This is an optimization exercise on Yosys and OpenROAD, whose aim is small area, a short achievable clock period and few clock cycles, not a production implementation. Function was checked by simulation only, so behaviour that the tests miss may differ from the original. Power and IR drop assume default switching activity.

`flow/run.sh`:
```
#!/bin/bash
# Own flow: the standard layout (standard synthesis, floorplan, placement,
# CTS, routing); only the timing repair is asked to leave a setup margin,
# and port buffers use another buffer cell. Clock and constraints unchanged.
set -e
bash standard.sh SETUP_SLACK_MARGIN=22.2 "BUFFER_PORTS_ARGS=-buffer_cell sky130_fd_sc_hd__buf_1" finish > standard_finish.log 2>&1
```
`design.v`:
```
module D_FF (q, d, reset, clk);
	output logic q;
	input logic d, reset, clk;
	always_ff @(posedge clk)
		if (reset)
			q <= 0;  
		else
			q <= d;  
endmodule
module FF_en(q, d, en, reset, clk);
	output q;
	input d, en, reset, clk;
	wire dat;
	D_FF ff(.q, .d(dat), .reset, .clk);
	NAND_MUX_2x1 muxs(.out(dat), .select(en), .invSelect(~en), .in({d, q}));
endmodule
module NAND_MUX_2x1(out, select, invSelect, in);
	output out;
	input select, invSelect;
	input [1:0] in;
	wire one, zero;
	nand oneNand(one, select, in[1]);
	nand zeroNand(zero, invSelect, in[0]);
	nand sumNand(out, one, zero);
endmodule
module NAND_MUX_4x1(out, select, invSelect, in);
	output out;
	input [1:0] select, invSelect;
	input [3:0] in;
	wire three, two, one, zero;
	nand zeroNand(zero, in[0], invSelect[1], invSelect[0]);
	nand oneNand(one, in[1], invSelect[1], select[0]);
	nand twoNand(two, in[2], select[1], invSelect[0]);
	nand threeNand(three, in[3], select[1], select[0]);
	nand sumNand(out, three, two, one, zero);
endmodule
module adderC65 (val1, val2, Cin, valOut);
	input logic [64:0] val1, val2;
	input logic Cin;
	output logic [64:0] valOut; 
	logic [64:0] cinToCout;
	genvar i;
	generate
		for(i=0; i<64; i++) begin : eachAdder
			full_adder adder(.S(valOut[i+1]), .Cout(cinToCout[i+1]), .A(val1[i+1]), .B(val2[i+1]), .Cin(cinToCout[i]));
		end
	endgenerate
	full_adder startAdder(.S(valOut[0]), .Cout(cinToCout[0]), .A(val1[0]), .B(val2[0]), .Cin);
endmodule
module divider1(quotient, valid_out, divisor, dividend, valid_in, rst, clk);
  output [63:0] quotient;
  output valid_out;
  input [63:0] divisor, dividend;
  input valid_in, rst, clk;
  localparam int K  = 3;                     
  localparam int DW = 67 + K;                
  localparam int JW = 5;                     
  logic          busy;
  logic          first;   
  logic          vo;
  logic [63:0]   rr;      
  logic [DW-1:0] nd;      
  logic          sbn;     
  logic [63:0]   rq;      
  logic          neg;     
  logic [JW-1:0] cnt;     
  assign valid_out = vo | quick;
  div_neg u_neg(.q(rq), .neg(neg), .y(quotient));
  wire        sa = dividend[63];
  wire        sb = divisor[63];
  wire [63:0] ma;
  div_abs u_abs(.a(dividend), .y(ma));
  wire [7:0]  t;
  wire        az, bz;
  div_len u_len(.a(dividend), .b(divisor), .t(t), .az(az), .bz(bz));
  logic [7:0]   tr;          
  logic         azr, bzr;    
  wire        zq = azr | (tr[7] & (tr != 8'hff));     
  wire        quick = first & (zq | bzr);              
  wire [JW-1:0] j0;
  div_ncyc #(.K(K), .JW(JW)) u_ncyc(.x(tr[6:0]), .j(j0));
  logic [DW-1:0] dsh;
  always_comb begin
    dsh = nd;
    for (int k = 0; k < JW; k++) if (first & j0[k]) dsh = (dsh << (K << k)) | ~({DW{1'b1}} << (K << k));
  end
  wire [DW-1:0] ndeff = dsh ^ {DW{first & sbn}};    
  function automatic logic [64:0] addc(input logic [DW-1:0] a, input logic [DW-1:0] b, input logic cin);
    logic [DW:0] g, p, G, P;
    g = {a & b, cin};
    p = {a ^ b, 1'b0};
    G = g; P = p;
    for (int l = 0; (1 << l) < DW + 1; l++) begin
      logic [DW:0] G2, P2;
      G2 = G; P2 = P;
      for (int i = 0; i < DW + 1; i++) begin
        if ((i >> l) & 1) begin
          G2[i] = G[i] | (P[i] & G[((i >> l) << l) - 1]);
          P2[i] = P[i] & P[((i >> l) << l) - 1];
        end
      end
      G = G2; P = P2;
    end
    addc[64] = G[DW];
    for (int i = 0; i < 64; i++) addc[i] = p[i+1] ^ G[i];
  endfunction
  logic [63:0]   rnext;
  logic [K-1:0]  qb;
  always_comb begin
    logic [63:0]   r;
    logic [64:0]   t;
    r = rr;
    for (int j = 0; j < K; j++) begin
      if (j == 0) t = addc({{(DW-64){1'b0}}, r}, nd, ~sbn);
      else        t = addc({{(DW-64){1'b0}}, r}, ~(~ndeff >> j), ~sbn);
      qb[K-1-j] = t[64] & ~(j == 0 && first);
      if (qb[K-1-j]) r = t[63:0];
    end
    rnext = r;
  end
  wire last = ((first ? j0 : cnt) == '0);
  always_ff @(posedge clk) begin
    if (rst) begin
      busy  <= 1'b0;
      first <= 1'b0;
      vo    <= 1'b0;
    end else if (!busy) begin
      busy  <= valid_in;
      first <= valid_in;
      vo    <= 1'b0;
    end else begin
      busy  <= ~last & ~quick;
      first <= 1'b0;
      vo    <= last & ~quick;
    end
  end
  always_ff @(posedge clk) begin
    if (!busy) begin
      rr    <= ma;
      nd    <= ~({{(DW-64){sb}}, divisor} << (K - 1));
      tr    <= t;
      azr   <= az;
      bzr   <= bz;
      sbn   <= sb;
      rq    <= {63'd0, bz};
      neg   <= bz ? ~sa : (sa ^ sb);
    end else begin
      rr    <= rnext;
      nd    <= ~(~ndeff >> K);
      cnt   <= (first ? j0 : cnt) - 1'b1;
      rq    <= {rq[63-K:0], qb};
    end
  end
endmodule
module div_neg(input [63:0] q, input neg, output [63:0] y);
  assign y = neg ? (64'd0 - q) : q;
endmodule
module div_len(input [63:0] a, input [63:0] b, output [7:0] t, output az, output bz);
  function automatic logic [6:0] msb(input logic [63:0] x);
    logic [63:0] v; logic [5:0] p [64];
    for (int i = 0; i < 64; i++) begin v[i] = x[i]; p[i] = 6'(i); end
    for (int l = 0; l < 6; l++) begin
      for (int i = 0; i < (32 >> l); i++) begin
        p[i] = v[2*i+1] ? p[2*i+1] : p[2*i];
        v[i] = v[2*i+1] | v[2*i];
      end
    end
    msb = {v[0], p[0]};
  endfunction
  wire [6:0]  ta = msb({1'b0, a[62:0] ^ a[63:1]});
  wire [6:0]  tb = msb({1'b0, b[62:0] ^ b[63:1]});
  wire [7:0]  ia = ta[6] ? {2'b0, ta[5:0]} : 8'hff;
  wire [7:0]  nib = tb[6] ? ~{2'b0, tb[5:0]} : 8'h00;    
  wire [8:0]  tt = {ia, 1'b1} + {nib, a[63]};
  assign t  = tt[8:1];
  assign bz = ~tb[6] & ~b[63];
  assign az = ~ta[6] & ~a[63];
endmodule
module div_ncyc #(parameter int K = 3, parameter int JW = 5)(input [6:0] x, output logic [JW-1:0] j);
  always_comb begin
    j = '0;
    for (int i = 0; i < 128; i++) if (x == 7'(i)) j = JW'((((i + 1) % 128) + 1) / K);
  end
endmodule
module div_abs(input [63:0] a, output [63:0] y);
  assign y = a[63] ? (64'd0 - a) : a;
endmodule
module full_adder(S, Cout, A, B, Cin);
	output S, Cout;
	input A, B, Cin;
	wire AB, AC, BC;
	xor sum(S, A, B, Cin);
	nand ab(AB, A, B);
	nand ac(AC, A, Cin);
	nand bc(BC, B, Cin);
	nand abc(Cout, AB, AC, BC);
endmodule
module mux_2x1_X65(outs, select, invSelect, ins);
	output [64:0] outs;
	input select, invSelect;
	input [1:0][64:0] ins;
		NAND_MUX_2x1 m7(.out(outs[7]), .select, .invSelect, .in({ins[1][7], ins[0][7]}));
	NAND_MUX_2x1 m6(.out(outs[6]), .select, .invSelect, .in({ins[1][6], ins[0][6]}));
	NAND_MUX_2x1 m5(.out(outs[5]), .select, .invSelect, .in({ins[1][5], ins[0][5]}));
	NAND_MUX_2x1 m4(.out(outs[4]), .select, .invSelect, .in({ins[1][4], ins[0][4]}));
	NAND_MUX_2x1 m3(.out(outs[3]), .select, .invSelect, .in({ins[1][3], ins[0][3]}));
	NAND_MUX_2x1 m2(.out(outs[2]), .select, .invSelect, .in({ins[1][2], ins[0][2]}));
	NAND_MUX_2x1 m1(.out(outs[1]), .select, .invSelect, .in({ins[1][1], ins[0][1]}));
	NAND_MUX_2x1 m0(.out(outs[0]), .select, .invSelect, .in({ins[1][0], ins[0][0]}));
		NAND_MUX_2x1 m15(.out(outs[15]), .select, .invSelect, .in({ins[1][15], ins[0][15]}));
	NAND_MUX_2x1 m14(.out(outs[14]), .select, .invSelect, .in({ins[1][14], ins[0][14]}));
	NAND_MUX_2x1 m13(.out(outs[13]), .select, .invSelect, .in({ins[1][13], ins[0][13]}));
	NAND_MUX_2x1 m12(.out(outs[12]), .select, .invSelect, .in({ins[1][12], ins[0][12]}));
	NAND_MUX_2x1 m11(.out(outs[11]), .select, .invSelect, .in({ins[1][11], ins[0][11]}));
	NAND_MUX_2x1 m10(.out(outs[10]), .select, .invSelect, .in({ins[1][10], ins[0][10]}));
	NAND_MUX_2x1 m9(.out(outs[9]), .select, .invSelect, .in({ins[1][9], ins[0][9]}));
	NAND_MUX_2x1 m8(.out(outs[8]), .select, .invSelect, .in({ins[1][8], ins[0][8]}));
		NAND_MUX_2x1 m23(.out(outs[23]), .select, .invSelect, .in({ins[1][23], ins[0][23]}));
	NAND_MUX_2x1 m22(.out(outs[22]), .select, .invSelect, .in({ins[1][22], ins[0][22]}));
	NAND_MUX_2x1 m21(.out(outs[21]), .select, .invSelect, .in({ins[1][21], ins[0][21]}));
	NAND_MUX_2x1 m20(.out(outs[20]), .select, .invSelect, .in({ins[1][20], ins[0][20]}));
	NAND_MUX_2x1 m19(.out(outs[19]), .select, .invSelect, .in({ins[1][19], ins[0][19]}));
	NAND_MUX_2x1 m18(.out(outs[18]), .select, .invSelect, .in({ins[1][18], ins[0][18]}));
	NAND_MUX_2x1 m17(.out(outs[17]), .select, .invSelect, .in({ins[1][17], ins[0][17]}));
	NAND_MUX_2x1 m16(.out(outs[16]), .select, .invSelect, .in({ins[1][16], ins[0][16]}));
		NAND_MUX_2x1 m31(.out(outs[31]), .select, .invSelect, .in({ins[1][31], ins[0][31]}));
	NAND_MUX_2x1 m30(.out(outs[30]), .select, .invSelect, .in({ins[1][30], ins[0][30]}));
	NAND_MUX_2x1 m29(.out(outs[29]), .select, .invSelect, .in({ins[1][29], ins[0][29]}));
	NAND_MUX_2x1 m28(.out(outs[28]), .select, .invSelect, .in({ins[1][28], ins[0][28]}));
	NAND_MUX_2x1 m27(.out(outs[27]), .select, .invSelect, .in({ins[1][27], ins[0][27]}));
	NAND_MUX_2x1 m26(.out(outs[26]), .select, .invSelect, .in({ins[1][26], ins[0][26]}));
	NAND_MUX_2x1 m25(.out(outs[25]), .select, .invSelect, .in({ins[1][25], ins[0][25]}));
	NAND_MUX_2x1 m24(.out(outs[24]), .select, .invSelect, .in({ins[1][24], ins[0][24]}));
		NAND_MUX_2x1 m39(.out(outs[39]), .select, .invSelect, .in({ins[1][39], ins[0][39]}));
	NAND_MUX_2x1 m38(.out(outs[38]), .select, .invSelect, .in({ins[1][38], ins[0][38]}));
	NAND_MUX_2x1 m37(.out(outs[37]), .select, .invSelect, .in({ins[1][37], ins[0][37]}));
	NAND_MUX_2x1 m36(.out(outs[36]), .select, .invSelect, .in({ins[1][36], ins[0][36]}));
	NAND_MUX_2x1 m35(.out(outs[35]), .select, .invSelect, .in({ins[1][35], ins[0][35]}));
	NAND_MUX_2x1 m34(.out(outs[34]), .select, .invSelect, .in({ins[1][34], ins[0][34]}));
	NAND_MUX_2x1 m33(.out(outs[33]), .select, .invSelect, .in({ins[1][33], ins[0][33]}));
	NAND_MUX_2x1 m32(.out(outs[32]), .select, .invSelect, .in({ins[1][32], ins[0][32]}));
		NAND_MUX_2x1 m47(.out(outs[47]), .select, .invSelect, .in({ins[1][47], ins[0][47]}));
	NAND_MUX_2x1 m46(.out(outs[46]), .select, .invSelect, .in({ins[1][46], ins[0][46]}));
	NAND_MUX_2x1 m45(.out(outs[45]), .select, .invSelect, .in({ins[1][45], ins[0][45]}));
	NAND_MUX_2x1 m44(.out(outs[44]), .select, .invSelect, .in({ins[1][44], ins[0][44]}));
	NAND_MUX_2x1 m43(.out(outs[43]), .select, .invSelect, .in({ins[1][43], ins[0][43]}));
	NAND_MUX_2x1 m42(.out(outs[42]), .select, .invSelect, .in({ins[1][42], ins[0][42]}));
	NAND_MUX_2x1 m41(.out(outs[41]), .select, .invSelect, .in({ins[1][41], ins[0][41]}));
	NAND_MUX_2x1 m40(.out(outs[40]), .select, .invSelect, .in({ins[1][40], ins[0][40]}));
		NAND_MUX_2x1 m55(.out(outs[55]), .select, .invSelect, .in({ins[1][55], ins[0][55]}));
	NAND_MUX_2x1 m54(.out(outs[54]), .select, .invSelect, .in({ins[1][54], ins[0][54]}));
	NAND_MUX_2x1 m53(.out(outs[53]), .select, .invSelect, .in({ins[1][53], ins[0][53]}));
	NAND_MUX_2x1 m52(.out(outs[52]), .select, .invSelect, .in({ins[1][52], ins[0][52]}));
	NAND_MUX_2x1 m51(.out(outs[51]), .select, .invSelect, .in({ins[1][51], ins[0][51]}));
	NAND_MUX_2x1 m50(.out(outs[50]), .select, .invSelect, .in({ins[1][50], ins[0][50]}));
	NAND_MUX_2x1 m49(.out(outs[49]), .select, .invSelect, .in({ins[1][49], ins[0][49]}));
	NAND_MUX_2x1 m48(.out(outs[48]), .select, .invSelect, .in({ins[1][48], ins[0][48]}));
		NAND_MUX_2x1 m63(.out(outs[63]), .select, .invSelect, .in({ins[1][63], ins[0][63]}));
	NAND_MUX_2x1 m62(.out(outs[62]), .select, .invSelect, .in({ins[1][62], ins[0][62]}));
	NAND_MUX_2x1 m61(.out(outs[61]), .select, .invSelect, .in({ins[1][61], ins[0][61]}));
	NAND_MUX_2x1 m60(.out(outs[60]), .select, .invSelect, .in({ins[1][60], ins[0][60]}));
	NAND_MUX_2x1 m59(.out(outs[59]), .select, .invSelect, .in({ins[1][59], ins[0][59]}));
	NAND_MUX_2x1 m58(.out(outs[58]), .select, .invSelect, .in({ins[1][58], ins[0][58]}));
	NAND_MUX_2x1 m57(.out(outs[57]), .select, .invSelect, .in({ins[1][57], ins[0][57]}));
	NAND_MUX_2x1 m56(.out(outs[56]), .select, .invSelect, .in({ins[1][56], ins[0][56]}));
		NAND_MUX_2x1 m64(.out(outs[64]), .select, .invSelect, .in({ins[1][64], ins[0][64]}));
endmodule
module mux_4x1_X65(outs, select, invSelect, ins);
	output [64:0] outs;
	input [1:0] select, invSelect;
	input [3:0][64:0] ins;
		NAND_MUX_4x1 m7(.out(outs[7]), .select, .invSelect, .in({ins[3][7], ins[2][7], ins[1][7], ins[0][7]}));
	NAND_MUX_4x1 m6(.out(outs[6]), .select, .invSelect, .in({ins[3][6], ins[2][6], ins[1][6], ins[0][6]}));
	NAND_MUX_4x1 m5(.out(outs[5]), .select, .invSelect, .in({ins[3][5], ins[2][5], ins[1][5], ins[0][5]}));
	NAND_MUX_4x1 m4(.out(outs[4]), .select, .invSelect, .in({ins[3][4], ins[2][4], ins[1][4], ins[0][4]}));
	NAND_MUX_4x1 m3(.out(outs[3]), .select, .invSelect, .in({ins[3][3], ins[2][3], ins[1][3], ins[0][3]}));
	NAND_MUX_4x1 m2(.out(outs[2]), .select, .invSelect, .in({ins[3][2], ins[2][2], ins[1][2], ins[0][2]}));
	NAND_MUX_4x1 m1(.out(outs[1]), .select, .invSelect, .in({ins[3][1], ins[2][1], ins[1][1], ins[0][1]}));
	NAND_MUX_4x1 m0(.out(outs[0]), .select, .invSelect, .in({ins[3][0], ins[2][0], ins[1][0], ins[0][0]}));
		NAND_MUX_4x1 m15(.out(outs[15]), .select, .invSelect, .in({ins[3][15], ins[2][15], ins[1][7], ins[0][15]}));
	NAND_MUX_4x1 m14(.out(outs[14]), .select, .invSelect, .in({ins[3][14], ins[2][14], ins[1][7], ins[0][14]}));
	NAND_MUX_4x1 m13(.out(outs[13]), .select, .invSelect, .in({ins[3][13], ins[2][13], ins[1][7], ins[0][13]}));
	NAND_MUX_4x1 m12(.out(outs[12]), .select, .invSelect, .in({ins[3][12], ins[2][12], ins[1][7], ins[0][12]}));
	NAND_MUX_4x1 m11(.out(outs[11]), .select, .invSelect, .in({ins[3][11], ins[2][11], ins[1][7], ins[0][11]}));
	NAND_MUX_4x1 m10(.out(outs[10]), .select, .invSelect, .in({ins[3][10], ins[2][10], ins[1][7], ins[0][10]}));
	NAND_MUX_4x1 m9(.out(outs[9]), .select, .invSelect, .in({ins[3][9], ins[2][9], ins[1][7], ins[0][9]}));
	NAND_MUX_4x1 m8(.out(outs[8]), .select, .invSelect, .in({ins[3][8], ins[2][8], ins[1][7], ins[0][8]}));
		NAND_MUX_4x1 m23(.out(outs[23]), .select, .invSelect, .in({ins[3][23], ins[2][23], ins[1][23], ins[0][23]}));
	NAND_MUX_4x1 m22(.out(outs[22]), .select, .invSelect, .in({ins[3][22], ins[2][22], ins[1][22], ins[0][22]}));
	NAND_MUX_4x1 m21(.out(outs[21]), .select, .invSelect, .in({ins[3][21], ins[2][21], ins[1][21], ins[0][21]}));
	NAND_MUX_4x1 m20(.out(outs[20]), .select, .invSelect, .in({ins[3][20], ins[2][20], ins[1][20], ins[0][20]}));
	NAND_MUX_4x1 m19(.out(outs[19]), .select, .invSelect, .in({ins[3][19], ins[2][19], ins[1][19], ins[0][19]}));
	NAND_MUX_4x1 m18(.out(outs[18]), .select, .invSelect, .in({ins[3][18], ins[2][18], ins[1][18], ins[0][18]}));
	NAND_MUX_4x1 m17(.out(outs[17]), .select, .invSelect, .in({ins[3][17], ins[2][17], ins[1][17], ins[0][17]}));
	NAND_MUX_4x1 m16(.out(outs[16]), .select, .invSelect, .in({ins[3][16], ins[2][16], ins[1][16], ins[0][16]}));
		NAND_MUX_4x1 m31(.out(outs[31]), .select, .invSelect, .in({ins[3][31], ins[2][31], ins[1][31], ins[0][31]}));
	NAND_MUX_4x1 m30(.out(outs[30]), .select, .invSelect, .in({ins[3][30], ins[2][30], ins[1][30], ins[0][30]}));
	NAND_MUX_4x1 m29(.out(outs[29]), .select, .invSelect, .in({ins[3][29], ins[2][29], ins[1][29], ins[0][29]}));
	NAND_MUX_4x1 m28(.out(outs[28]), .select, .invSelect, .in({ins[3][28], ins[2][28], ins[1][28], ins[0][28]}));
	NAND_MUX_4x1 m27(.out(outs[27]), .select, .invSelect, .in({ins[3][27], ins[2][27], ins[1][27], ins[0][27]}));
	NAND_MUX_4x1 m26(.out(outs[26]), .select, .invSelect, .in({ins[3][26], ins[2][26], ins[1][26], ins[0][26]}));
	NAND_MUX_4x1 m25(.out(outs[25]), .select, .invSelect, .in({ins[3][25], ins[2][25], ins[1][25], ins[0][25]}));
	NAND_MUX_4x1 m24(.out(outs[24]), .select, .invSelect, .in({ins[3][24], ins[2][24], ins[1][24], ins[0][24]}));
		NAND_MUX_4x1 m39(.out(outs[39]), .select, .invSelect, .in({ins[3][39], ins[2][39], ins[1][39], ins[0][39]}));
	NAND_MUX_4x1 m38(.out(outs[38]), .select, .invSelect, .in({ins[3][38], ins[2][38], ins[1][38], ins[0][38]}));
	NAND_MUX_4x1 m37(.out(outs[37]), .select, .invSelect, .in({ins[3][37], ins[2][37], ins[1][37], ins[0][37]}));
	NAND_MUX_4x1 m36(.out(outs[36]), .select, .invSelect, .in({ins[3][36], ins[2][36], ins[1][36], ins[0][36]}));
	NAND_MUX_4x1 m35(.out(outs[35]), .select, .invSelect, .in({ins[3][35], ins[2][35], ins[1][35], ins[0][35]}));
	NAND_MUX_4x1 m34(.out(outs[34]), .select, .invSelect, .in({ins[3][34], ins[2][34], ins[1][34], ins[0][34]}));
	NAND_MUX_4x1 m33(.out(outs[33]), .select, .invSelect, .in({ins[3][33], ins[2][33], ins[1][33], ins[0][33]}));
	NAND_MUX_4x1 m32(.out(outs[32]), .select, .invSelect, .in({ins[3][32], ins[2][32], ins[1][32], ins[0][32]}));
		NAND_MUX_4x1 m47(.out(outs[47]), .select, .invSelect, .in({ins[3][47], ins[2][47], ins[1][47], ins[0][47]}));
	NAND_MUX_4x1 m46(.out(outs[46]), .select, .invSelect, .in({ins[3][46], ins[2][46], ins[1][46], ins[0][46]}));
	NAND_MUX_4x1 m45(.out(outs[45]), .select, .invSelect, .in({ins[3][45], ins[2][45], ins[1][45], ins[0][45]}));
	NAND_MUX_4x1 m44(.out(outs[44]), .select, .invSelect, .in({ins[3][44], ins[2][44], ins[1][44], ins[0][44]}));
	NAND_MUX_4x1 m43(.out(outs[43]), .select, .invSelect, .in({ins[3][43], ins[2][43], ins[1][43], ins[0][43]}));
	NAND_MUX_4x1 m42(.out(outs[42]), .select, .invSelect, .in({ins[3][42], ins[2][42], ins[1][42], ins[0][42]}));
	NAND_MUX_4x1 m41(.out(outs[41]), .select, .invSelect, .in({ins[3][41], ins[2][41], ins[1][41], ins[0][41]}));
	NAND_MUX_4x1 m40(.out(outs[40]), .select, .invSelect, .in({ins[3][40], ins[2][40], ins[1][40], ins[0][40]}));
		NAND_MUX_4x1 m55(.out(outs[55]), .select, .invSelect, .in({ins[3][55], ins[2][55], ins[1][55], ins[0][55]}));
	NAND_MUX_4x1 m54(.out(outs[54]), .select, .invSelect, .in({ins[3][54], ins[2][54], ins[1][54], ins[0][54]}));
	NAND_MUX_4x1 m53(.out(outs[53]), .select, .invSelect, .in({ins[3][53], ins[2][53], ins[1][53], ins[0][53]}));
	NAND_MUX_4x1 m52(.out(outs[52]), .select, .invSelect, .in({ins[3][52], ins[2][52], ins[1][52], ins[0][52]}));
	NAND_MUX_4x1 m51(.out(outs[51]), .select, .invSelect, .in({ins[3][51], ins[2][51], ins[1][51], ins[0][51]}));
	NAND_MUX_4x1 m50(.out(outs[50]), .select, .invSelect, .in({ins[3][50], ins[2][50], ins[1][50], ins[0][50]}));
	NAND_MUX_4x1 m49(.out(outs[49]), .select, .invSelect, .in({ins[3][49], ins[2][49], ins[1][49], ins[0][49]}));
	NAND_MUX_4x1 m48(.out(outs[48]), .select, .invSelect, .in({ins[3][48], ins[2][48], ins[1][48], ins[0][48]}));
		NAND_MUX_4x1 m63(.out(outs[63]), .select, .invSelect, .in({ins[3][63], ins[2][63], ins[1][63], ins[0][63]}));
	NAND_MUX_4x1 m62(.out(outs[62]), .select, .invSelect, .in({ins[3][62], ins[2][62], ins[1][62], ins[0][62]}));
	NAND_MUX_4x1 m61(.out(outs[61]), .select, .invSelect, .in({ins[3][61], ins[2][61], ins[1][61], ins[0][61]}));
	NAND_MUX_4x1 m60(.out(outs[60]), .select, .invSelect, .in({ins[3][60], ins[2][60], ins[1][60], ins[0][60]}));
	NAND_MUX_4x1 m59(.out(outs[59]), .select, .invSelect, .in({ins[3][59], ins[2][59], ins[1][59], ins[0][59]}));
	NAND_MUX_4x1 m58(.out(outs[58]), .select, .invSelect, .in({ins[3][58], ins[2][58], ins[1][58], ins[0][58]}));
	NAND_MUX_4x1 m57(.out(outs[57]), .select, .invSelect, .in({ins[3][57], ins[2][57], ins[1][57], ins[0][57]}));
	NAND_MUX_4x1 m56(.out(outs[56]), .select, .invSelect, .in({ins[3][56], ins[2][56], ins[1][56], ins[0][56]}));
		NAND_MUX_4x1 m64(.out(outs[64]), .select, .invSelect, .in({ins[3][64], ins[2][64], ins[1][64], ins[0][64]}));
endmodule
module norifier(outs, ins1, ins0);
	output [63:0] outs;
	input [63:0] ins1, ins0;
		nor oa7(outs[7], ins1[7], ins0[7]);
	nor oa6(outs[6], ins1[6], ins0[6]);
	nor oa5(outs[5], ins1[5], ins0[5]);
	nor oa4(outs[4], ins1[4], ins0[4]);
	nor oa3(outs[3], ins1[3], ins0[3]);
	nor oa2(outs[2], ins1[2], ins0[2]);
	nor oa1(outs[1], ins1[1], ins0[1]);
	nor oa0(outs[0], ins1[0], ins0[0]);
		nor oa15(outs[15], ins1[15], ins0[15]);
	nor oa14(outs[14], ins1[14], ins0[14]);
	nor oa13(outs[13], ins1[13], ins0[13]);
	nor oa12(outs[12], ins1[12], ins0[12]);
	nor oa11(outs[11], ins1[11], ins0[11]);
	nor oa10(outs[10], ins1[10], ins0[10]);
	nor oa9(outs[9], ins1[9], ins0[9]);
	nor oa8(outs[8], ins1[8], ins0[8]);
		nor oa23(outs[23], ins1[23], ins0[23]);
	nor oa22(outs[22], ins1[22], ins0[22]);
	nor oa21(outs[21], ins1[21], ins0[21]);
	nor oa20(outs[20], ins1[20], ins0[20]);
	nor oa19(outs[19], ins1[19], ins0[19]);
	nor oa18(outs[18], ins1[18], ins0[18]);
	nor oa17(outs[17], ins1[17], ins0[17]);
	nor oa16(outs[16], ins1[16], ins0[16]);
		nor oa31(outs[31], ins1[31], ins0[31]);
	nor oa30(outs[30], ins1[30], ins0[30]);
	nor oa29(outs[29], ins1[29], ins0[29]);
	nor oa28(outs[28], ins1[28], ins0[28]);
	nor oa27(outs[27], ins1[27], ins0[27]);
	nor oa26(outs[26], ins1[26], ins0[26]);
	nor oa25(outs[25], ins1[25], ins0[25]);
	nor oa24(outs[24], ins1[24], ins0[24]);
		nor oa39(outs[39], ins1[39], ins0[39]);
	nor oa38(outs[38], ins1[38], ins0[38]);
	nor oa37(outs[37], ins1[37], ins0[37]);
	nor oa36(outs[36], ins1[36], ins0[36]);
	nor oa35(outs[35], ins1[35], ins0[35]);
	nor oa34(outs[34], ins1[34], ins0[34]);
	nor oa33(outs[33], ins1[33], ins0[33]);
	nor oa32(outs[32], ins1[32], ins0[32]);
		nor oa47(outs[47], ins1[47], ins0[47]);
	nor oa46(outs[46], ins1[46], ins0[46]);
	nor oa45(outs[45], ins1[45], ins0[45]);
	nor oa44(outs[44], ins1[44], ins0[44]);
	nor oa43(outs[43], ins1[43], ins0[43]);
	nor oa42(outs[42], ins1[42], ins0[42]);
	nor oa41(outs[41], ins1[41], ins0[41]);
	nor oa40(outs[40], ins1[40], ins0[40]);
		nor oa55(outs[55], ins1[55], ins0[55]);
	nor oa54(outs[54], ins1[54], ins0[54]);
	nor oa53(outs[53], ins1[53], ins0[53]);
	nor oa52(outs[52], ins1[52], ins0[52]);
	nor oa51(outs[51], ins1[51], ins0[51]);
	nor oa50(outs[50], ins1[50], ins0[50]);
	nor oa49(outs[49], ins1[49], ins0[49]);
	nor oa48(outs[48], ins1[48], ins0[48]);
		nor oa63(outs[63], ins1[63], ins0[63]);
	nor oa62(outs[62], ins1[62], ins0[62]);
	nor oa61(outs[61], ins1[61], ins0[61]);
	nor oa60(outs[60], ins1[60], ins0[60]);
	nor oa59(outs[59], ins1[59], ins0[59]);
	nor oa58(outs[58], ins1[58], ins0[58]);
	nor oa57(outs[57], ins1[57], ins0[57]);
	nor oa56(outs[56], ins1[56], ins0[56]);
endmodule
module registerX64(outs, ins, en, rst, clk);
	output [63:0] outs;
	input [63:0] ins;
	input en, rst, clk;
		FF_en r7(.q(outs[7]), .d(ins[7]), .en, .reset(rst), .clk);
	FF_en r6(.q(outs[6]), .d(ins[6]), .en, .reset(rst), .clk);
	FF_en r5(.q(outs[5]), .d(ins[5]), .en, .reset(rst), .clk);
	FF_en r4(.q(outs[4]), .d(ins[4]), .en, .reset(rst), .clk);
	FF_en r3(.q(outs[3]), .d(ins[3]), .en, .reset(rst), .clk);
	FF_en r2(.q(outs[2]), .d(ins[2]), .en, .reset(rst), .clk);
	FF_en r1(.q(outs[1]), .d(ins[1]), .en, .reset(rst), .clk);
	FF_en r0(.q(outs[0]), .d(ins[0]), .en, .reset(rst), .clk);
		FF_en r15(.q(outs[15]), .d(ins[15]), .en, .reset(rst), .clk);
	FF_en r14(.q(outs[14]), .d(ins[14]), .en, .reset(rst), .clk);
	FF_en r13(.q(outs[13]), .d(ins[13]), .en, .reset(rst), .clk);
	FF_en r12(.q(outs[12]), .d(ins[12]), .en, .reset(rst), .clk);
	FF_en r11(.q(outs[11]), .d(ins[11]), .en, .reset(rst), .clk);
	FF_en r10(.q(outs[10]), .d(ins[10]), .en, .reset(rst), .clk);
	FF_en r9(.q(outs[9]), .d(ins[9]), .en, .reset(rst), .clk);
	FF_en r8(.q(outs[8]), .d(ins[8]), .en, .reset(rst), .clk);
		FF_en r23(.q(outs[23]), .d(ins[23]), .en, .reset(rst), .clk);
	FF_en r22(.q(outs[22]), .d(ins[22]), .en, .reset(rst), .clk);
	FF_en r21(.q(outs[21]), .d(ins[21]), .en, .reset(rst), .clk);
	FF_en r20(.q(outs[20]), .d(ins[20]), .en, .reset(rst), .clk);
	FF_en r19(.q(outs[19]), .d(ins[19]), .en, .reset(rst), .clk);
	FF_en r18(.q(outs[18]), .d(ins[18]), .en, .reset(rst), .clk);
	FF_en r17(.q(outs[17]), .d(ins[17]), .en, .reset(rst), .clk);
	FF_en r16(.q(outs[16]), .d(ins[16]), .en, .reset(rst), .clk);
		FF_en r31(.q(outs[31]), .d(ins[31]), .en, .reset(rst), .clk);
	FF_en r30(.q(outs[30]), .d(ins[30]), .en, .reset(rst), .clk);
	FF_en r29(.q(outs[29]), .d(ins[29]), .en, .reset(rst), .clk);
	FF_en r28(.q(outs[28]), .d(ins[28]), .en, .reset(rst), .clk);
	FF_en r27(.q(outs[27]), .d(ins[27]), .en, .reset(rst), .clk);
	FF_en r26(.q(outs[26]), .d(ins[26]), .en, .reset(rst), .clk);
	FF_en r25(.q(outs[25]), .d(ins[25]), .en, .reset(rst), .clk);
	FF_en r24(.q(outs[24]), .d(ins[24]), .en, .reset(rst), .clk);
		FF_en r39(.q(outs[39]), .d(ins[39]), .en, .reset(rst), .clk);
	FF_en r38(.q(outs[38]), .d(ins[38]), .en, .reset(rst), .clk);
	FF_en r37(.q(outs[37]), .d(ins[37]), .en, .reset(rst), .clk);
	FF_en r36(.q(outs[36]), .d(ins[36]), .en, .reset(rst), .clk);
	FF_en r35(.q(outs[35]), .d(ins[35]), .en, .reset(rst), .clk);
	FF_en r34(.q(outs[34]), .d(ins[34]), .en, .reset(rst), .clk);
	FF_en r33(.q(outs[33]), .d(ins[33]), .en, .reset(rst), .clk);
	FF_en r32(.q(outs[32]), .d(ins[32]), .en, .reset(rst), .clk);
		FF_en r47(.q(outs[47]), .d(ins[47]), .en, .reset(rst), .clk);
	FF_en r46(.q(outs[46]), .d(ins[46]), .en, .reset(rst), .clk);
	FF_en r45(.q(outs[45]), .d(ins[45]), .en, .reset(rst), .clk);
	FF_en r44(.q(outs[44]), .d(ins[44]), .en, .reset(rst), .clk);
	FF_en r43(.q(outs[43]), .d(ins[43]), .en, .reset(rst), .clk);
	FF_en r42(.q(outs[42]), .d(ins[42]), .en, .reset(rst), .clk);
	FF_en r41(.q(outs[41]), .d(ins[41]), .en, .reset(rst), .clk);
	FF_en r40(.q(outs[40]), .d(ins[40]), .en, .reset(rst), .clk);
		FF_en r55(.q(outs[55]), .d(ins[55]), .en, .reset(rst), .clk);
	FF_en r54(.q(outs[54]), .d(ins[54]), .en, .reset(rst), .clk);
	FF_en r53(.q(outs[53]), .d(ins[53]), .en, .reset(rst), .clk);
	FF_en r52(.q(outs[52]), .d(ins[52]), .en, .reset(rst), .clk);
	FF_en r51(.q(outs[51]), .d(ins[51]), .en, .reset(rst), .clk);
	FF_en r50(.q(outs[50]), .d(ins[50]), .en, .reset(rst), .clk);
	FF_en r49(.q(outs[49]), .d(ins[49]), .en, .reset(rst), .clk);
	FF_en r48(.q(outs[48]), .d(ins[48]), .en, .reset(rst), .clk);
		FF_en r63(.q(outs[63]), .d(ins[63]), .en, .reset(rst), .clk);
	FF_en r62(.q(outs[62]), .d(ins[62]), .en, .reset(rst), .clk);
	FF_en r61(.q(outs[61]), .d(ins[61]), .en, .reset(rst), .clk);
	FF_en r60(.q(outs[60]), .d(ins[60]), .en, .reset(rst), .clk);
	FF_en r59(.q(outs[59]), .d(ins[59]), .en, .reset(rst), .clk);
	FF_en r58(.q(outs[58]), .d(ins[58]), .en, .reset(rst), .clk);
	FF_en r57(.q(outs[57]), .d(ins[57]), .en, .reset(rst), .clk);
	FF_en r56(.q(outs[56]), .d(ins[56]), .en, .reset(rst), .clk);
endmodule
module registerX65(outs, ins, en, rst, clk);
	output [64:0] outs;
	input [64:0] ins;
	input en, rst, clk;
		FF_en r7(.q(outs[7]), .d(ins[7]), .en, .reset(rst), .clk);
	FF_en r6(.q(outs[6]), .d(ins[6]), .en, .reset(rst), .clk);
	FF_en r5(.q(outs[5]), .d(ins[5]), .en, .reset(rst), .clk);
	FF_en r4(.q(outs[4]), .d(ins[4]), .en, .reset(rst), .clk);
	FF_en r3(.q(outs[3]), .d(ins[3]), .en, .reset(rst), .clk);
	FF_en r2(.q(outs[2]), .d(ins[2]), .en, .reset(rst), .clk);
	FF_en r1(.q(outs[1]), .d(ins[1]), .en, .reset(rst), .clk);
	FF_en r0(.q(outs[0]), .d(ins[0]), .en, .reset(rst), .clk);
		FF_en r15(.q(outs[15]), .d(ins[15]), .en, .reset(rst), .clk);
	FF_en r14(.q(outs[14]), .d(ins[14]), .en, .reset(rst), .clk);
	FF_en r13(.q(outs[13]), .d(ins[13]), .en, .reset(rst), .clk);
	FF_en r12(.q(outs[12]), .d(ins[12]), .en, .reset(rst), .clk);
	FF_en r11(.q(outs[11]), .d(ins[11]), .en, .reset(rst), .clk);
	FF_en r10(.q(outs[10]), .d(ins[10]), .en, .reset(rst), .clk);
	FF_en r9(.q(outs[9]), .d(ins[9]), .en, .reset(rst), .clk);
	FF_en r8(.q(outs[8]), .d(ins[8]), .en, .reset(rst), .clk);
		FF_en r23(.q(outs[23]), .d(ins[23]), .en, .reset(rst), .clk);
	FF_en r22(.q(outs[22]), .d(ins[22]), .en, .reset(rst), .clk);
	FF_en r21(.q(outs[21]), .d(ins[21]), .en, .reset(rst), .clk);
	FF_en r20(.q(outs[20]), .d(ins[20]), .en, .reset(rst), .clk);
	FF_en r19(.q(outs[19]), .d(ins[19]), .en, .reset(rst), .clk);
	FF_en r18(.q(outs[18]), .d(ins[18]), .en, .reset(rst), .clk);
	FF_en r17(.q(outs[17]), .d(ins[17]), .en, .reset(rst), .clk);
	FF_en r16(.q(outs[16]), .d(ins[16]), .en, .reset(rst), .clk);
		FF_en r31(.q(outs[31]), .d(ins[31]), .en, .reset(rst), .clk);
	FF_en r30(.q(outs[30]), .d(ins[30]), .en, .reset(rst), .clk);
	FF_en r29(.q(outs[29]), .d(ins[29]), .en, .reset(rst), .clk);
	FF_en r28(.q(outs[28]), .d(ins[28]), .en, .reset(rst), .clk);
	FF_en r27(.q(outs[27]), .d(ins[27]), .en, .reset(rst), .clk);
	FF_en r26(.q(outs[26]), .d(ins[26]), .en, .reset(rst), .clk);
	FF_en r25(.q(outs[25]), .d(ins[25]), .en, .reset(rst), .clk);
	FF_en r24(.q(outs[24]), .d(ins[24]), .en, .reset(rst), .clk);
		FF_en r39(.q(outs[39]), .d(ins[39]), .en, .reset(rst), .clk);
	FF_en r38(.q(outs[38]), .d(ins[38]), .en, .reset(rst), .clk);
	FF_en r37(.q(outs[37]), .d(ins[37]), .en, .reset(rst), .clk);
	FF_en r36(.q(outs[36]), .d(ins[36]), .en, .reset(rst), .clk);
	FF_en r35(.q(outs[35]), .d(ins[35]), .en, .reset(rst), .clk);
	FF_en r34(.q(outs[34]), .d(ins[34]), .en, .reset(rst), .clk);
	FF_en r33(.q(outs[33]), .d(ins[33]), .en, .reset(rst), .clk);
	FF_en r32(.q(outs[32]), .d(ins[32]), .en, .reset(rst), .clk);
		FF_en r47(.q(outs[47]), .d(ins[47]), .en, .reset(rst), .clk);
	FF_en r46(.q(outs[46]), .d(ins[46]), .en, .reset(rst), .clk);
	FF_en r45(.q(outs[45]), .d(ins[45]), .en, .reset(rst), .clk);
	FF_en r44(.q(outs[44]), .d(ins[44]), .en, .reset(rst), .clk);
	FF_en r43(.q(outs[43]), .d(ins[43]), .en, .reset(rst), .clk);
	FF_en r42(.q(outs[42]), .d(ins[42]), .en, .reset(rst), .clk);
	FF_en r41(.q(outs[41]), .d(ins[41]), .en, .reset(rst), .clk);
	FF_en r40(.q(outs[40]), .d(ins[40]), .en, .reset(rst), .clk);
		FF_en r55(.q(outs[55]), .d(ins[55]), .en, .reset(rst), .clk);
	FF_en r54(.q(outs[54]), .d(ins[54]), .en, .reset(rst), .clk);
	FF_en r53(.q(outs[53]), .d(ins[53]), .en, .reset(rst), .clk);
	FF_en r52(.q(outs[52]), .d(ins[52]), .en, .reset(rst), .clk);
	FF_en r51(.q(outs[51]), .d(ins[51]), .en, .reset(rst), .clk);
	FF_en r50(.q(outs[50]), .d(ins[50]), .en, .reset(rst), .clk);
	FF_en r49(.q(outs[49]), .d(ins[49]), .en, .reset(rst), .clk);
	FF_en r48(.q(outs[48]), .d(ins[48]), .en, .reset(rst), .clk);
		FF_en r63(.q(outs[63]), .d(ins[63]), .en, .reset(rst), .clk);
	FF_en r62(.q(outs[62]), .d(ins[62]), .en, .reset(rst), .clk);
	FF_en r61(.q(outs[61]), .d(ins[61]), .en, .reset(rst), .clk);
	FF_en r60(.q(outs[60]), .d(ins[60]), .en, .reset(rst), .clk);
	FF_en r59(.q(outs[59]), .d(ins[59]), .en, .reset(rst), .clk);
	FF_en r58(.q(outs[58]), .d(ins[58]), .en, .reset(rst), .clk);
	FF_en r57(.q(outs[57]), .d(ins[57]), .en, .reset(rst), .clk);
	FF_en r56(.q(outs[56]), .d(ins[56]), .en, .reset(rst), .clk);
		FF_en r64(.q(outs[64]), .d(ins[64]), .en, .reset(rst), .clk);
endmodule
module xnorifier(outs, ins1, ins0);
	output [63:0] outs;
	input [63:0] ins1, ins0;
		xnor  xoa7(outs[7], ins1[7], ins0[7]);
	xnor xoa6(outs[6], ins1[6], ins0[6]);
	xnor xoa5(outs[5], ins1[5], ins0[5]);
	xnor xoa4(outs[4], ins1[4], ins0[4]);
	xnor xoa3(outs[3], ins1[3], ins0[3]);
	xnor xoa2(outs[2], ins1[2], ins0[2]);
	xnor xoa1(outs[1], ins1[1], ins0[1]);
	xnor xoa0(outs[0], ins1[0], ins0[0]);
		xnor xoa15(outs[15], ins1[15], ins0[15]);
	xnor xoa14(outs[14], ins1[14], ins0[14]);
	xnor xoa13(outs[13], ins1[13], ins0[13]);
	xnor xoa12(outs[12], ins1[12], ins0[12]);
	xnor xoa11(outs[11], ins1[11], ins0[11]);
	xnor xoa10(outs[10], ins1[10], ins0[10]);
	xnor xoa9(outs[9], ins1[9], ins0[9]);
	xnor xoa8(outs[8], ins1[8], ins0[8]);
		xnor xoa23(outs[23], ins1[23], ins0[23]);
	xnor xoa22(outs[22], ins1[22], ins0[22]);
	xnor xoa21(outs[21], ins1[21], ins0[21]);
	xnor xoa20(outs[20], ins1[20], ins0[20]);
	xnor xoa19(outs[19], ins1[19], ins0[19]);
	xnor xoa18(outs[18], ins1[18], ins0[18]);
	xnor xoa17(outs[17], ins1[17], ins0[17]);
	xnor xoa16(outs[16], ins1[16], ins0[16]);
		xnor xoa31(outs[31], ins1[31], ins0[31]);
	xnor xoa30(outs[30], ins1[30], ins0[30]);
	xnor xoa29(outs[29], ins1[29], ins0[29]);
	xnor xoa28(outs[28], ins1[28], ins0[28]);
	xnor xoa27(outs[27], ins1[27], ins0[27]);
	xnor xoa26(outs[26], ins1[26], ins0[26]);
	xnor xoa25(outs[25], ins1[25], ins0[25]);
	xnor xoa24(outs[24], ins1[24], ins0[24]);
		xnor xoa39(outs[39], ins1[39], ins0[39]);
	xnor xoa38(outs[38], ins1[38], ins0[38]);
	xnor xoa37(outs[37], ins1[37], ins0[37]);
	xnor xoa36(outs[36], ins1[36], ins0[36]);
	xnor xoa35(outs[35], ins1[35], ins0[35]);
	xnor xoa34(outs[34], ins1[34], ins0[34]);
	xnor xoa33(outs[33], ins1[33], ins0[33]);
	xnor xoa32(outs[32], ins1[32], ins0[32]);
		xnor xoa47(outs[47], ins1[47], ins0[47]);
	xnor xoa46(outs[46], ins1[46], ins0[46]);
	xnor xoa45(outs[45], ins1[45], ins0[45]);
	xnor xoa44(outs[44], ins1[44], ins0[44]);
	xnor xoa43(outs[43], ins1[43], ins0[43]);
	xnor xoa42(outs[42], ins1[42], ins0[42]);
	xnor xoa41(outs[41], ins1[41], ins0[41]);
	xnor xoa40(outs[40], ins1[40], ins0[40]);
		xnor xoa55(outs[55], ins1[55], ins0[55]);
	xnor xoa54(outs[54], ins1[54], ins0[54]);
	xnor xoa53(outs[53], ins1[53], ins0[53]);
	xnor xoa52(outs[52], ins1[52], ins0[52]);
	xnor xoa51(outs[51], ins1[51], ins0[51]);
	xnor xoa50(outs[50], ins1[50], ins0[50]);
	xnor xoa49(outs[49], ins1[49], ins0[49]);
	xnor xoa48(outs[48], ins1[48], ins0[48]);
		xnor xoa63(outs[63], ins1[63], ins0[63]);
	xnor xoa62(outs[62], ins1[62], ins0[62]);
	xnor xoa61(outs[61], ins1[61], ins0[61]);
	xnor xoa60(outs[60], ins1[60], ins0[60]);
	xnor xoa59(outs[59], ins1[59], ins0[59]);
	xnor xoa58(outs[58], ins1[58], ins0[58]);
	xnor xoa57(outs[57], ins1[57], ins0[57]);
	xnor xoa56(outs[56], ins1[56], ins0[56]);
endmodule
```
`config.mk`:
```
export PLATFORM = sky130hd
export DESIGN_NAME = divider1
export DESIGN_NICKNAME = divider1
export VERILOG_FILES = /design/flow/design.v
export SDC_FILE = /design/flow/constraint.sdc
export NUM_CORES = 8
export LEC_CHECK = 0
export CAP_MARGIN = 20
export CORE_MARGIN = 2
export CORE_UTILIZATION = 40
export SLEW_MARGIN = 20
export SYNTH_HIERARCHICAL = 1
```
`standard.sh`:
```
#!/bin/bash
# synth_recipe.tcl (not shown) runs the flow's synth.tcl, then flattens the netlist and writes it again
# the make line also repeats each setting of config.mk as NAME=value (left out here)
make -C /OpenROAD-flow-scripts/flow DESIGN_CONFIG=/design/flow/config.mk WORK_HOME=/design/flow/orfs CLKGATE_MAP_FILE= SYNTH_SCRIPT=/design/flow/synth_recipe.tcl "${@:-finish}"
```
`constraint.sdc`:
```
create_clock -name core_clock -period 32.0 [get_ports {clk}]
set_input_delay 6.4000 -clock core_clock [delete_from_list [all_inputs] [get_ports {clk}]]
set_output_delay 6.4000 -clock core_clock [all_outputs]
set_load 0.01 [all_outputs]
```
==> tab_implementation.tex, run 1 <==
\begin{tabular}{lr}
\hline
Metric & Value \\
\hline
\multicolumn{2}{l}{\textbf{Outcome}} \\
\quad Status & no timing/DRC/antenna violations \\
\multicolumn{2}{l}{\textbf{Flow run}} \\
\quad Max-cap violations & 0 \\
\multicolumn{2}{l}{\textbf{Global routing}} \\
\quad Global router's overall resource usage & 29.8\% \\
\quad Wire length of the first global-routing pass & 165,000 µm \\
\quad Largest net degree at the start of global routing & 67 \\
\quad Initial antenna violation count & 1 \\
\quad Total congestion overflow & 0 \\
\quad Vias in the first global route & 26,611 \\
\multicolumn{2}{l}{\textbf{Pwr}} \\
\quad Worst supply voltage drop on vdd & 0.0517 mV \\
\quad Lkg Pwr & 12.9 nW \\
\quad Final Total Pwr & 3.17 mW \\
\quad Power per unit of standard cell area & 97.6 nW/µm² \\
\multicolumn{2}{l}{\textbf{Die}} \\
\quad Area of the core region & 69,800 µm² \\
\quad Die height & 269 µm \\
\quad Horizontal die dimension & 269 µm \\
\quad Initial core utilization & 40.2\% \\
\quad Num rows & 97 \\
\quad \# IOs & 196 \\
\quad Total die area & 72,300 µm² \\
\multicolumn{2}{l}{\textbf{CTS}} \\
\quad Cts hold-fix bufs & 0 \\
\quad Maximum number of buffers from clock root to sink & 3 \\
\quad Level count of the clock H-tree & 1 \\
\quad Clock latency on the worst-skew pair & 0.61 ns \\
\quad Sinks on the clock net & 216 \\
\quad Reg clk slew, reported paths & 0.06 ns \\
\quad Clock tree from TritonCTS & built \\
\quad TritonCTS Buffers & 28 \\
\quad Cell at the root of the clock tree & sky130\_fd\_sc\_hd\_\_clkbuf\_16 \\
\multicolumn{2}{l}{\textbf{Detailed routing}} \\
\quad Starting DRT DRC Count & 3,131 \\
\quad Routed length per placed instance & 23.9 µm \\
\quad Via-per-instance ratio & 6.23 \\
\quad DRC violation count after routing & 0 \\
\quad Via count & 29,604 \\
\quad Total wire length after detailed routing & 113,000 µm \\
\quad Number of nets with antenna violations after detailed routing & 0 \\
\quad Pre-antenna DRT Iters & 8 \\
\multicolumn{2}{l}{\textbf{STA}} \\
\quad Min Hold Slack & 0.509 ns \\
\quad RSZ-0062 raised after global routing & false \\
\quad Total negative slack for setup checks & 0 ns \\
\quad Hold violation count in the final report & 0 \\
\quad Count of final max-slew check failures & 0 \\
\quad Worst clock skew & 0.0202 ns \\
\quad Least-Margin Pin Slew & 1.26 ns \\
\quad Period utilisation layout & 30.5\% \\
\quad Max Freq & 0.102 GHz \\
\quad Slew Limit Headroom & 16.0\% \\
\quad Number of failing setup endpoints in the final timing report & 0 \\
\quad Min cycle time layout & 9.76 ns \\
\multicolumn{2}{l}{\textbf{Synth}} \\
\quad Ys flop type & sky130\_fd\_sc\_hd\_\_dfxtp\_1 \\
\quad Register bit total from synthesis & 216 \\
\quad Cell types occupying the most area after synthesis & sky130\_fd\_sc\_hd\_\_dfxtp\_1, sky130\_fd\_sc\_hd\_\_ha\_1, sky130\_fd\_sc\_hd\_\_xnor2\_1 \\
\quad Cell accounting for the most synthesized area & sky130\_fd\_sc\_hd\_\_dfxtp\_1 \\
\quad Mean instance size in the synthesized netlist & 7.82 µm² \\
\quad Net Count, Synth & 3,936 \\
\quad Count of yosys warnings during synthesis & 11 \\
\quad Part of the Yosys area used for sequential elements & 16.0\% \\
\quad Synth cell types & 135 \\
\quad Cell count after synthesis & 3,587 \\
\quad Post-synth top area share & 14.2\% \\
\quad EDFF count, synth & 17 \\
\quad Synthesized area & 28,100 µm² \\
\quad Share of flip-flops with an asynchronous set or reset after synthesis & 0\% \\
\multicolumn{2}{l}{\textbf{Worst setup path}} \\
\quad Critical-path maximum fanout & 12 \\
\quad Type of the worst setup path & in -> reg \\
\quad Worst Setup End Kind & flip-flop \\
\quad Crit path required time & 32.35 ns \\
\quad Worst endpoint data arrival time & 10.11 ns \\
\quad Nature of the critical path startpoint & input port \\
\multicolumn{2}{l}{\textbf{Layout}} \\
\quad Most frequent cells in the layout & sky130\_fd\_sc\_hd\_\_nand2\_1, sky130\_fd\_sc\_hd\_\_nor2\_1, sky130\_fd\_sc\_hd\_\_xnor2\_1, sky130\_fd\_sc\_hd\_\_a21oi\_1, sky130\_fd\_sc\_hd\_\_dfxtp\_1 \\
\quad Ratio of cells with drive above 1 in the final layout & 15.1\% \\
\quad Most common library cell in the layout ignoring fill and taps & sky130\_fd\_sc\_hd\_\_nand2\_1 \\
\quad Final instance area & 32,500 µm² \\
\quad Syn-to-layout area delta & 15.7\% \\
\quad Post-route non-filler standard cell count & 4,752 \\
\quad Final net count & 4,139 \\
\quad Ant diodes & 0 \\
\multicolumn{2}{l}{\textbf{Place}} \\
\quad Number of cells after detailed placement & 4,599 \\
\quad Cell area after placement & 29,500 µm² \\
\quad Buffers on Ports & 195 \\
\quad Sum of net half-perimeters after detailed placement & 85,200 µm \\
\quad Routability-driven placement congestion ratio & 1.00 \\
\multicolumn{2}{l}{\textbf{Min path}} \\
\quad Hold Path Class & reg -> reg \\
\hline
\end{tabular}
==> timing repair <==
| action | CTS | global route |
|---|---|---|
| resized for setup | 100 | 131 |
| gates cloned | 7 | 4 |
| endpoints found under the setup margin | 69 | 69 |
| setup buffers | 36 | 54 |
| pin swaps | 18 | 43 |
==> flip-flops by register name, indices dropped and copies added (netlist names), 5 cells and up <==
signal	count
rr	64
rq	64
nd	68
tr	8
cnt	5
==> synth_stat cells (20+ instances only) <==
| master | n |
|---|---|
| sky130_fd_sc_hd__nand2_1 | 365 |
| sky130_fd_sc_hd__dfxtp_1 | 199 |
| sky130_fd_sc_hd__nor2b_1 | 53 |
| sky130_fd_sc_hd__or4_1 | 47 |
| sky130_fd_sc_hd__a221o_1 | 43 |
| sky130_fd_sc_hd__o22ai_1 | 36 |
| sky130_fd_sc_hd__inv_1 | 112 |
| sky130_fd_sc_hd__o211ai_1 | 23 |
| sky130_fd_sc_hd__or3_1 | 43 |
| sky130_fd_sc_hd__or2_2 | 25 |
| sky130_fd_sc_hd__a21o_1 | 69 |
| sky130_fd_sc_hd__o41ai_1 | 24 |
| sky130_fd_sc_hd__a32oi_1 | 21 |
| sky130_fd_sc_hd__nand3_1 | 119 |
| sky130_fd_sc_hd__and2_1 | 90 |
| sky130_fd_sc_hd__nand2b_1 | 45 |
| sky130_fd_sc_hd__o21ai_0 | 176 |
| sky130_fd_sc_hd__nor3_1 | 77 |
| sky130_fd_sc_hd__a211oi_1 | 20 |
| sky130_fd_sc_hd__xor2_1 | 87 |
| sky130_fd_sc_hd__and3_1 | 36 |
| sky130_fd_sc_hd__clkbuf_1 | 90 |
| sky130_fd_sc_hd__a31oi_1 | 34 |
| sky130_fd_sc_hd__a21oi_1 | 228 |
| sky130_fd_sc_hd__nor2_1 | 310 |
| sky130_fd_sc_hd__o21bai_1 | 20 |
| sky130_fd_sc_hd__buf_1 | 22 |
| sky130_fd_sc_hd__xnor2_1 | 239 |
| sky130_fd_sc_hd__o31ai_1 | 62 |
| sky130_fd_sc_hd__mux2i_1 | 69 |
| sky130_fd_sc_hd__o21a_1 | 35 |
| sky130_fd_sc_hd__buf_2 | 34 |
| sky130_fd_sc_hd__ha_1 | 200 |
| sky130_fd_sc_hd__nand4_1 | 27 |
| sky130_fd_sc_hd__mux2_2 | 22 |
| sky130_fd_sc_hd__nor4_1 | 24 |
| sky130_fd_sc_hd__mux4_2 | 57 |
==> critical path, stage by stage <==
cell	delay [ns]
sky130_fd_sc_hd__clkbuf_2	0.21
sky130_fd_sc_hd__or4_4	0.60
sky130_fd_sc_hd__o22ai_4	0.18
sky130_fd_sc_hd__nand4_1	0.23
sky130_fd_sc_hd__nor3_4	0.37
sky130_fd_sc_hd__nor2b_4	0.08
sky130_fd_sc_hd__inv_2	0.18
sky130_fd_sc_hd__o31a_1	0.42
sky130_fd_sc_hd__ha_1	0.31
sky130_fd_sc_hd__a21o_1	0.16
sky130_fd_sc_hd__a21oi_2	0.17
sky130_fd_sc_hd__nand2b_1	0.12
sky130_fd_sc_hd__a21boi_0	0.12
sky130_fd_sc_hd__o41ai_1	0.43
sky130_fd_sc_hd__xnor2_1	0.12
==> Yosys stat by module (local to each module, per instance), excerpt <==
| module | flip-flops and latches | cells |
|---|---|---|
| div_neg | 0 | 206 |
| div_abs | 0 | 212 |
| div_len | 0 | 529 |
| divider1 | 216 | 2528 |
==> final cells by class <==
class                   count  area (µm²)
clock buffers              40         858
clock inverters            12         129
fillers                  6959       37300
inverters                 116         440
multi-input cells        3084       23200
flip-flops and latches    216        4500
well taps                 940        1180
repair buffers            344        2130
==> per-stage QoR <==
stage,setup WS (ns),utilization [%]
2_1_floorplan,22.20,-
3_3_place_gp,19.99,42.3
3_5_place_dp,19.74,42.3
4_1_cts,22.20,45.0
5_1_grt,22.05,46.5
6_report,22.24,46.5
==> where the power goes <==
| group | switching, mW | internal, mW | total (mW) | leakage (nW) |
|---|---|---|---|---|
| Clock | 0.146 | 0.196 | 0.342 | 0.478 |
| Combinational | 1.41 | 1.00 | 2.41 | 10.6 |
| Sequential | 0.0916 | 0.326 | 0.418 | 1.82 |
| Total | 1.64 | 1.52 | 3.17 | 12.9 |
==> worst paths after layout <==
path	start	end	slack [ns]	depth (start not counted)
max	dividend[16]	tr[6]	22.24	15
min	rq[60]	rq[63]	0.51	1
max reg2reg	tr[4]	rr[63]	22.40	38
min reg2reg	rq[60]	rq[63]	0.51	1
==> per-layer routing <==
metal	vias up	track usage (%)	wire length (µm)
met2	1373	48.3	50900
met1	14071	36.7	44900
met3	329	5.38	9070
met5	-	0	0
met4	0	18.3	8600
li1	13831	-	-
==> cell families (layout without fill, tap and decap cells) <==
| kind of cell | after synthesis | after routing | synth area share, % |
|---|---|---|---|
| compound gates | 1025 | 1027 | 25.8 |
| xor+xnor | 327 | 327 | 10.2 |
| fa+ha+maj | 219 | 219 | 10.2 |
| buf+inv | 292 | 512 | 4.74 |
| flops | 216 | 216 | 16.0 |
| mux | 150 | 150 | 8.03 |
| simple gates | 1358 | 1361 | 25.0 |
Testbench counts, summed over its fixed seeds: cycles 6,098.
==> run 2, diff against run 1 <==
--- a/design.v
+++ b/design.v
@@ -79,12 +79,8 @@
   wire        quick = first & (zq | bzr);              
   wire [JW-1:0] j0;
   div_ncyc #(.K(K), .JW(JW)) u_ncyc(.x(tr[6:0]), .j(j0));
-  logic [DW-1:0] dsh;
-  always_comb begin
-    dsh = nd;
-    for (int k = 0; k < JW; k++) if (first & j0[k]) dsh = (dsh << (K << k)) | ~({DW{1'b1}} << (K << k));
-  end
-  wire [DW-1:0] ndeff = dsh ^ {DW{first & sbn}};    
+  wire [DW-1:0] ndeff;    
+  div_shift #(.K(K), .DW(DW), .JW(JW)) u_sh(.nd(nd), .amt(j0), .first(first), .sbn(sbn), .y(ndeff));
   function automatic logic [64:0] addc(input logic [DW-1:0] a, input logic [DW-1:0] b, input logic cin);
     logic [DW:0] g, p, G, P;
     g = {a & b, cin};
@@ -185,6 +181,15 @@
 module div_abs(input [63:0] a, output [63:0] y);
   assign y = a[63] ? (64'd0 - a) : a;
 endmodule
+module div_shift #(parameter int K = 3, parameter int DW = 70, parameter int JW = 5)
+  (input [DW-1:0] nd, input [JW-1:0] amt, input first, input sbn, output [DW-1:0] y);
+  logic [DW-1:0] dsh;
+  always_comb begin
+    dsh = nd;
+    for (int k = 0; k < JW; k++) if (first & amt[k]) dsh = (dsh << (K << k)) | ~({DW{1'b1}} << (K << k));
+  end
+  assign y = dsh ^ {DW{first & sbn}};
+endmodule
 module full_adder(S, Cout, A, B, Cin);
 	output S, Cout;
 	input A, B, Cin;
==> flow/run.sh (replaced) <==
#!/bin/bash
# Own flow: the standard layout (standard synthesis, floorplan, placement,
# CTS, routing); only the timing repair is asked to leave a setup margin,
# and port buffers use another buffer cell. Clock and constraints unchanged.
set -e
bash standard.sh SETUP_SLACK_MARGIN=22 "BUFFER_PORTS_ARGS=-buffer_cell sky130_fd_sc_hd__buf_1" finish > standard_finish.log 2>&1
==> tab_implementation.tex, run 2 <==
\begin{tabular}{lr}
\hline
Metric & Value \\
\hline
\multicolumn{2}{l}{\textbf{Global routing}} \\
\quad Met3 Use GR & 6.38\% \\
\quad Wire length of the first global-routing pass & 164,000 µm \\
\quad Initial antenna violation count & 3 \\
\quad Global router's overall resource usage & 28.6\% \\
\quad Busiest metal layer after global routing & met2 \\
\quad Met2 capacity usage during global routing & 44.1\% \\
\quad Total congestion overflow & 0 \\
\quad Vias in the first global route & 27,201 \\
\quad M1 GR Usage & 38.3\% \\
\quad Largest net degree at the start of global routing & 108 \\
\multicolumn{2}{l}{\textbf{STA}} \\
\quad Period utilisation layout & 30.9\% \\
\quad Worst clock skew & 0.0284 ns \\
\quad Min cycle time layout & 9.89 ns \\
\quad Least-Margin Pin Slew & 0.935 ns \\
\quad Number of failing setup endpoints in the final timing report & 0 \\
\quad Hold violation count in the final report & 0 \\
\quad Total negative slack for setup checks & 0 ns \\
\quad Slew Limit Headroom & 37.7\% \\
\quad Max Freq & 0.101 GHz \\
\quad Count of final max-slew check failures & 0 \\
\quad RSZ-0062 raised after global routing & true \\
\multicolumn{2}{l}{\textbf{Pwr}} \\
\quad Switch share & 51.5\% \\
\quad Register share of total power & 13.7\% \\
\quad Power per unit of standard cell area & 95.3 nW/µm² \\
\quad Net switching power & 1.57 mW \\
\quad Gate power share & 74.7\% \\
\quad Internal power & 1.48 mW \\
\quad Worst supply voltage drop on vdd & 0.0427 mV \\
\quad Lkg Pwr & 12.9 nW \\
\quad Clock network fraction of design power & 11.5\% \\
\multicolumn{2}{l}{\textbf{Worst setup path}} \\
\quad Register-to-register path setup slack & 22.29 ns \\
\quad Worst endpoint data arrival time & 10.25 ns \\
\quad Slowest stage cell, crit path & sky130\_fd\_sc\_hd\_\_or4\_1 \\
\quad Worst Setup End Kind & flip-flop \\
\quad Worst path buffer plus inverter count & 2 \\
\quad Crit path required time & 32.35 ns \\
\quad Critical path, cell by cell & buf\_1 > or4\_1 > o22a\_1 > nand4b\_1 > nor3\_4 > nor2b\_2 > inv\_2 > o31a\_1 > ha\_1 > a21o\_1 > a21oi\_1 > nand2b\_1 > a21boi\_0 > o41ai\_1 > xnor2\_1 \\
\quad Family of cells with the greatest summed delay on the critical path & compound AO/OA/AOI/OAI gates \\
\quad Nature of the critical path startpoint & input port \\
\quad Critical-path maximum fanout & 10 \\
\quad Critical Path Max Stage Delay & 0.56 ns \\
\quad Type of the worst setup path & in -> reg \\
\multicolumn{2}{l}{\textbf{Detailed routing}} \\
\quad Starting DRT DRC Count & 3,196 \\
\quad Total wire length after detailed routing & 110,000 µm \\
\quad DRC violation count after routing & 0 \\
\quad Via-per-instance ratio & 6.15 \\
\quad Pre-antenna DRT Iters & 9 \\
\quad Number of nets with antenna violations after detailed routing & 0 \\
\quad Routed length per placed instance & 22.8 µm \\
\quad Via count & 29,756 \\
\multicolumn{2}{l}{\textbf{Die}} \\
\quad Total die area & 72,900 µm² \\
\quad Area of the core region & 70,000 µm² \\
\quad Num rows & 97 \\
\quad Die height & 270 µm \\
\quad \# IOs & 196 \\
\quad Horizontal die dimension & 270 µm \\
\quad Initial core utilization & 40.4\% \\
\multicolumn{2}{l}{\textbf{CTS}} \\
\quad Sinks on the clock net & 216 \\
\quad Clock tree from TritonCTS & built \\
\quad Cell at the root of the clock tree & sky130\_fd\_sc\_hd\_\_clkbuf\_16 \\
\quad TritonCTS Buffers & 28 \\
\quad Maximum number of buffers from clock root to sink & 3 \\
\quad Reg clk slew, reported paths & 0.06 ns \\
\quad Level count of the clock H-tree & 1 \\
\quad Clock latency on the worst-skew pair & 0.62 ns \\
\quad Cts hold-fix bufs & 0 \\
\multicolumn{2}{l}{\textbf{Flow run}} \\
\quad Max-cap violations & 0 \\
\multicolumn{2}{l}{\textbf{Layout}} \\
\quad Syn-to-layout area delta & 12.9\% \\
\quad Number of filler instances in the final layout & 7,210 \\
\quad Most common library cell in the layout ignoring fill and taps & sky130\_fd\_sc\_hd\_\_nand2\_1 \\
\quad Final instance area & 31,900 µm² \\
\quad Finished Core Util & 45.6\% \\
\quad Final net count & 4,224 \\
\quad Most frequent cells in the layout & sky130\_fd\_sc\_hd\_\_nand2\_1, sky130\_fd\_sc\_hd\_\_nor2\_1, sky130\_fd\_sc\_hd\_\_xnor2\_1, sky130\_fd\_sc\_hd\_\_a21oi\_1, sky130\_fd\_sc\_hd\_\_ha\_1 \\
\quad Flip-flop count of the largest register after layout & 68 \\
\quad Ant diodes & 0 \\
\quad Ratio of cells with drive above 1 in the final layout & 11.8\% \\
\quad Largest registers & nd (68), rq (64), rr (64) \\
\quad Largest Register & nd \\
\multicolumn{2}{l}{\textbf{Synth}} \\
\quad Net Count, Synth & 4,076 \\
\quad Cell count after synthesis & 3,726 \\
\quad Synthesized area & 28,300 µm² \\
\quad Mean instance size in the synthesized netlist & 7.59 µm² \\
\quad Count of yosys warnings during synthesis & 12 \\
\multicolumn{2}{l}{\textbf{Min path}} \\
\quad Hold Path Class & reg -> reg \\
\multicolumn{2}{l}{\textbf{Place}} \\
\quad Buffers on Ports & 195 \\
\quad Routability-driven placement congestion ratio & 1.00 \\
\quad Cell area after placement & 29,500 µm² \\
\quad Sum of net half-perimeters after detailed placement & 81,100 µm \\
\multicolumn{2}{l}{\textbf{Outcome}} \\
\quad Status & no timing/DRC/antenna violations \\
\hline
\end{tabular}
-- run 2: metal layers --
layer	wire [µm]	vias up
met5	27	-
met4	5490	4
met3	11400	324
met2	47000	1490
met1	46500	13834
li1	-	14104
-- run 2: cell type report --
cell class | count | area, µm² | area share [%]
clock inverters | 18 | 248 | 0.776
flip-flops and latches | 216 | 4510 | 14.1
clock buffers | 34 | 743 | 2.33
inverters | 108 | 405 | 1.27
well taps | 940 | 1180 | 3.68
multi-input cells | 3212 | 23000 | 72.0
repair buffers | 308 | 1870 | 5.85
-- run 2: power groups by stage --
stage	clock network, mW	registers (mW)	logic [mW]
global route	0.367	0.419	2.48
CTS	0.356	0.410	2.14
floorplan	0	0.363	1.62
detailed placement	0	0.423	2.05
finish	0.351	0.418	2.28
global placement	0	0.425	2.06
-- run 2: through the flow --
step	power (mW)	hold slack, ns	setup WS [ns]	std cells
floorplan	1.98	0.469	22.20	3726
global placement	2.48	0.499	19.00	4711
detailed placement	2.48	0.502	18.96	4711
CTS	2.91	0.516	22.01	4800
global route	3.27	0.542	21.89	4836
finish	3.04	0.513	22.11	4836
-- run 2: final timing paths --
| path | cells past startpoint | endpoint | from |
|---|---|---|---|
| min reg2reg | 1 | rq[61] | rq[58] |
| min | 1 | rq[61] | rq[58] |
| max | 15 | tr[6] | dividend[48] |
| max reg2reg | 40 | rr[10] | tr[2] |
-- run 2: repair_timing --
item | 4_1_cts | 5_1_grt
endpoints found under the hold margin | 0 | 0
buffers inserted | 32 | 29
pin swaps | 8 | 17
cloned | 5 | 7
resized for setup | 88 | 72
setup endpoints to repair | 69 | 68
Testbench counts of run 2, summed over its fixed seeds: cycles 6,098.

==> port drivers added, routing unchanged <==
The flow's constraints put no driver on any port. The routed layouts listed below were extracted and timed again, unchanged, in two steps. Step 1: set_driving_cell puts a clkbuf_16 on clk and a buf_2 on each other input, an assumption about the parent block. Step 2, shift: input delay + t, output delay - t, t = (earliest + latest rising clock arrival at the registers) / 2. This alone moves slack from input paths to output paths. a / b / c = no drivers / after step 1 / after step 2; a / b = the first two.
run | t (ns) | setup WS [ns] | worst setup path after step 2 | clock arrival spread, ns | worst register clock-pin slew, ns
run 1 | 0.659 | 22.238 / 22.277 / 21.618 | input to register | 0.020 / 0.020 | 0.07 / 0.07
run 2 | 0.672 | 22.107 / 22.118 / 21.446 | input to register | 0.029 / 0.028 | 0.07 / 0.07
After both steps every run listed still meets setup and hold. For run 2, which loses most, drivers alone change the setup slack by +0.011 ns; drivers and shift together by -0.661 ns.
